This design comes from an exercise in tuning for small area and a short achievable clock period on the open sky130 flow, not from production work.
In this exercise RTL edits were held to simulation tests only and were not proved equivalent to the original.
No driver is modelled on the clock port, so clocking that relies on it looks cheaper here than on a real chip.

Setup of build 83:
// Vedic
module Vedic(
  input             clk,
  input             rst,
  input      [31:0] A_5,
  input      [31:0] B_5,
  output reg [63:0] Q_REG
);
Settings: LEC_CHECK=0, CAP_MARGIN=20, CORE_MARGIN=2, CORE_UTILIZATION=40, SLEW_MARGIN=20, SYNTH_HIERARCHICAL=1, SYNTH_MINIMUM_KEEP_SIZE=0; clock period 14.0 ns.
standard.sh (not shown) runs the stock make flow with config.mk's settings and CLKGATE_MAP_FILE= SYNTH_SCRIPT=/design/flow/synth_recipe.tcl, a recipe that flattens the netlist after the stock synthesis.
==> flow/flow/run.sh <==
#!/bin/bash
# The standard layout (standard.sh, unchanged synthesis) with these changes:
#  - the port buffers are buf_1 (ORFS picks a larger delay buffer by default);
#  - after floorplan, ABC's buffers are removed and every combinational cell
#    is set to its smallest size (flow/downsize.tcl);
#  - CTS's setup repair runs after that skew (in flow/skew.tcl), and it and
#    the later repairs aim at 8.6 ns of setup slack on the 14 ns clock,
#    working on the worst paths (TNS_END_PERCENT=0), so they size up only
#    the cells that the critical paths need; the hold repair fixes the short
#    paths into Q_REG that the skew leaves too fast, with 0.1 ns to spare.
# The make output goes to make_finish.log; each ORFS step keeps its own log
# under orfs/logs.
set -euo pipefail
HERE=$(pwd)
export SKEW_CELLS="dlygate4sd3_1 dlygate4sd3_1 clkdlybuf4s25_1"
bash standard.sh \
  "BUFFER_PORTS_ARGS=-buffer_cell sky130_fd_sc_hd__buf_1" \
  REMOVE_ABC_BUFFERS=1 \
  POST_FLOORPLAN_TCL=$HERE/flow/downsize.tcl \
  POST_CTS_TCL=$HERE/flow/skew.tcl \
  SETUP_SLACK_MARGIN=8.6 TNS_END_PERCENT=0 HOLD_SLACK_MARGIN=0.1 SKIP_CTS_REPAIR_TIMING=1 \
  finish > make_finish.log 2>&1
==> flow/flow/skew.tcl <==
set skew_cells [expr { [info exists ::env(SKEW_CELLS)] ? $::env(SKEW_CELLS) : "dlygate4sd3_1 dlygate4sd3_1 clkdlybuf4s25_1" }]
set skew_n [llength $skew_cells]
set skew_buf sky130_fd_sc_hd__clkbuf_4
set block [ord::get_db_block]
set groups [dict create]
foreach inst [$block getInsts] {
  if { ![string match "Q_REG*" [$inst getName]] } { continue }
  set it [$inst findITerm CLK]
  set net [$it getNet]
  dict lappend groups [$net getName] $inst
}
set k 0
dict for {netname insts} $groups {
  # centroid of the group
  set sx 0; set sy 0
  set pins {}
  foreach inst $insts {
    set bb [$inst getBBox]
    set sx [expr { $sx + ([$bb xMin] + [$bb xMax]) / 2 }]
    set sy [expr { $sy + ([$bb yMin] + [$bb yMax]) / 2 }]
    lappend pins [get_pins -of_objects [get_cells [$inst getName]] -filter "name == CLK"]
  }
  set n [llength $insts]
  set dbu [$block getDbUnitsPerMicron]
  set cx [expr { double($sx) / $n / $dbu }]
  set cy [expr { double($sy) / $n / $dbu }]
  set order [lsort -real -index 0 [lmap inst $insts p $pins {
    set bb [$inst getBBox]
    list [expr { ([$bb xMin] + [$bb xMax]) / 2.0 }] $p [expr { ([$bb yMin] + [$bb yMax]) / 2.0 }]
  }]]
  set nchunk [expr { ($n + 3) / 4 }]
  set load {}
  for {set c 0} {$c < $nchunk} {incr c} {
    set lo [expr { $c * $n / $nchunk }]
    set hi [expr { ($c + 1) * $n / $nchunk - 1 }]
    set chunk [lrange $order $lo $hi]
    set cp [lmap e $chunk { lindex $e 1 }]
    set bx [expr { [tcl::mathop::+ {*}[lmap e $chunk { lindex $e 0 }]] / [llength $chunk] / $dbu }]
    set by [expr { [tcl::mathop::+ {*}[lmap e $chunk { lindex $e 2 }]] / [llength $chunk] / $dbu }]
    set b [insert_buffer -buffer_cell $skew_buf -net [get_nets $netname] -load_pins $cp \
             -location [list $bx $by] -buffer_name skewbuf_${k}_$c -net_name skewnet_${k}_0_$c]
    lappend load [get_pins [get_full_name $b]/A]
  }
  for {set i 1} {$i <= $skew_n} {incr i} {
    set d [insert_buffer -buffer_cell sky130_fd_sc_hd__[lindex $skew_cells [expr { $i - 1 }]] -net [get_nets $netname] -load_pins $load \
             -location [list $cx $cy] -buffer_name skewdly_${k}_$i -net_name skewnet_${k}_$i]
    set load [get_pins [get_full_name $d]/A]
  }
  incr k
}
puts "skew: delayed the clock of [dict size $groups] Q_REG groups by $skew_cells"
foreach net [$block getNets] {
  if { [string match "skewnet_*" [$net getName]] } { $net setSigType CLOCK }
}
detailed_placement
estimate_parasitics -placement

# With SKIP_CTS_REPAIR_TIMING set, the setup repair that CTS would have run
# before this hook runs here instead, after the skew, so that it sees the
# clock the layout will have.
if { [info exists ::env(SKIP_CTS_REPAIR_TIMING)] && $::env(SKIP_CTS_REPAIR_TIMING) } {
  repair_timing_helper -setup
  detailed_placement
  check_placement -verbose
  estimate_parasitics -placement
}
Other scripts of this flow, unchanged in this note and not shown: flow/flow/downsize.tcl
Relative to build 83, the following input files were edited for build 96:
--- a/flow/flow/run.sh
+++ b/flow/flow/run.sh
@@ -7 +7 @@
-#    the later repairs aim at 8.6 ns of setup slack on the 14 ns clock,
+#    the later repairs aim at 8.75 ns of setup slack on the 14 ns clock,
@@ -15 +15 @@
-export SKEW_CELLS="dlygate4sd3_1 dlygate4sd3_1 clkdlybuf4s25_1"
+export SKEW_CELLS="dlygate4sd3_1 dlygate4sd3_1 clkdlybuf4s15_1"
@@ -21 +21 @@
-  SETUP_SLACK_MARGIN=8.6 TNS_END_PERCENT=0 HOLD_SLACK_MARGIN=0.1 SKIP_CTS_REPAIR_TIMING=1 \
+  SETUP_SLACK_MARGIN=8.75 TNS_END_PERCENT=0 HOLD_SLACK_MARGIN=0.1 SKIP_CTS_REPAIR_TIMING=1 \
--- a/flow/flow/skew.tcl
+++ b/flow/flow/skew.tcl
@@ -1 +1 @@
-set skew_cells [expr { [info exists ::env(SKEW_CELLS)] ? $::env(SKEW_CELLS) : "dlygate4sd3_1 dlygate4sd3_1 clkdlybuf4s25_1" }]
+set skew_cells [expr { [info exists ::env(SKEW_CELLS)] ? $::env(SKEW_CELLS) : "dlygate4sd3_1 dlygate4sd3_1 clkdlybuf4s15_1" }]
@@ -5,0 +6,3 @@
+estimate_parasitics -placement
+set skew_thr [expr { [info exists ::env(SETUP_SLACK_MARGIN)] ? $::env(SETUP_SLACK_MARGIN) : 1e9 }]
+set skew_skipped 0
@@ -7,0 +11,4 @@
+  if { [get_property [get_pins -of_objects [get_cells [$inst getName]] -filter "name == D"] slack_max] >= $skew_thr } {
+    incr skew_skipped
+    continue
+  }
@@ -51 +58 @@
-puts "skew: delayed the clock of [dict size $groups] Q_REG groups by $skew_cells"
+puts "skew: delayed the clock of [dict size $groups] Q_REG groups by $skew_cells; $skew_skipped Q_REG flip-flops left as they were"
==> comparison <==
Build 96 ended up with Q_REG[47] as its capturing instance or port of the critical path; build 83 ended up with Q_REG[39].
Part of the cycle the worst path needs: build 96 < build 83
Compared with build 83, in build 96 post-layout instance count excluding filler cells lost 48; global-route met3 utilization lost 0.18 points; total global-route track usage neither gained nor lost much; total routed wire length on the met1 layer lost about 1.5%; maximum clock frequency picked up an extra 1.9%.
For build 51, these inputs were changed with respect to build 96:
--- a/flow/flow/run.sh
+++ b/flow/flow/run.sh
@@ -7 +7 @@
-#    the later repairs aim at 8.75 ns of setup slack on the 14 ns clock,
+#    the later repairs aim at 9.25 ns of setup slack on the 14 ns clock,
@@ -15 +15 @@
-export SKEW_CELLS="dlygate4sd3_1 dlygate4sd3_1 clkdlybuf4s15_1"
+export SKEW_CELLS="dlygate4sd3_1 clkdlybuf4s25_1"
@@ -21 +21 @@
-  SETUP_SLACK_MARGIN=8.75 TNS_END_PERCENT=0 HOLD_SLACK_MARGIN=0.1 SKIP_CTS_REPAIR_TIMING=1 \
+  SETUP_SLACK_MARGIN=9.25 TNS_END_PERCENT=0 HOLD_SLACK_MARGIN=0.1 SKIP_CTS_REPAIR_TIMING=1 \
--- a/flow/flow/skew.tcl
+++ b/flow/flow/skew.tcl
@@ -1 +1 @@
-set skew_cells [expr { [info exists ::env(SKEW_CELLS)] ? $::env(SKEW_CELLS) : "dlygate4sd3_1 dlygate4sd3_1 clkdlybuf4s15_1" }]
+set skew_cells [expr { [info exists ::env(SKEW_CELLS)] ? $::env(SKEW_CELLS) : "dlygate4sd3_1 clkdlybuf4s25_1" }]
==> summary.txt <==
Core utilization: build 51 higher than build 96. In the metrics for build 96 and build 51, the one carrying the lower wire length of the first global-routing pass is build 96. Build 51 against build 96: clock skew shrank by 470 ps. Of the two candidates, build 96 has the worse worst setup slack for register-to-register paths and build 51 the better one.
Here is what was changed in the inputs of build 16 compared with build 51.
- setting PLACE_DENSITY to 0.75 for the first time
- changing CORE_UTILIZATION from 40 to 65
--- a/flow/flow/run.sh
+++ b/flow/flow/run.sh
@@ -7 +7 @@
-#    the later repairs aim at 9.25 ns of setup slack on the 14 ns clock,
+#    the later repairs aim at 8.75 ns of setup slack on the 14 ns clock,
@@ -15 +15 @@
-export SKEW_CELLS="dlygate4sd3_1 clkdlybuf4s25_1"
+export SKEW_CELLS="dlygate4sd3_1 dlygate4sd3_1"
@@ -21 +21 @@
-  SETUP_SLACK_MARGIN=9.25 TNS_END_PERCENT=0 HOLD_SLACK_MARGIN=0.1 SKIP_CTS_REPAIR_TIMING=1 \
+  SETUP_SLACK_MARGIN=8.75 TNS_END_PERCENT=0 HOLD_SLACK_MARGIN=0.1 SKIP_CTS_REPAIR_TIMING=1 \
--- a/flow/flow/skew.tcl
+++ b/flow/flow/skew.tcl
@@ -1 +1 @@
-set skew_cells [expr { [info exists ::env(SKEW_CELLS)] ? $::env(SKEW_CELLS) : "dlygate4sd3_1 clkdlybuf4s25_1" }]
+set skew_cells [expr { [info exists ::env(SKEW_CELLS)] ? $::env(SKEW_CELLS) : "dlygate4sd3_1 dlygate4sd3_1" }]
Results
On global-route usage: between build 51 and build 16, it ends up higher for build 16.
When build 16 is set beside build 51, its slew at the pin closest to its max-slew limit turns out to be 7.9 ps smaller.
The following lists how build 25 was set up differently from build 16:
- changing CORE_UTILIZATION from 65 to 40
- removing PLACE_DENSITY (formerly 0.75)
--- outcome ---
Compared with build 16, in build 25 maximum clock frequency rose by 0.0050 GHz. [build 25 vs build 16] worst setup slack after placement: lower in build 25.

## re-timing with driven ports
The results above use ideal ports. As a check the final layouts listed here were re-extracted and re-timed, cells and wires unchanged.
Step 1 (the two cells are an assumption about what drives the block):
set clk [get_ports {clk}]
set_driving_cell -lib_cell sky130_fd_sc_hd__clkbuf_16 $clk
set_driving_cell -lib_cell sky130_fd_sc_hd__buf_2 [delete_from_list [all_inputs] $clk]
Step 2, shift: input delay + t, output delay - t, t = (earliest + latest rising clock arrival at the registers) / 2. This alone moves slack from input paths to output paths.
Three values: no drivers, after step 1, after step 2; two values: the first two.
run	t, ns	slack for setup (ns)	hold WS [ns]	worst setup path after step 2	clock arrival spread, ns
build 83	1.347	8.560 / 8.503 / 8.812	0.047 / 0.047 / 0.047	register to register	1.637 / 1.637
build 96	1.268	8.663 / 8.603 / 8.838	0.052 / 0.052 / 0.052	register to register	1.460 / 1.461
build 51	1.034	9.042 / 9.042 / 9.042	0.309 / 0.309 / 0.309	register to register	0.995 / 0.995
build 16	1.219	8.683 / 8.683 / 8.683	0.165 / 0.165 / 0.165	register to register	1.386 / 1.386
build 25	1.179	8.821 / 8.762 / 8.940	0.096 / 0.096 / 0.096	register to register	1.287 / 1.286
Clock arrivals are far apart in every run listed, so t is only a midpoint there and step 2 fits no single register.
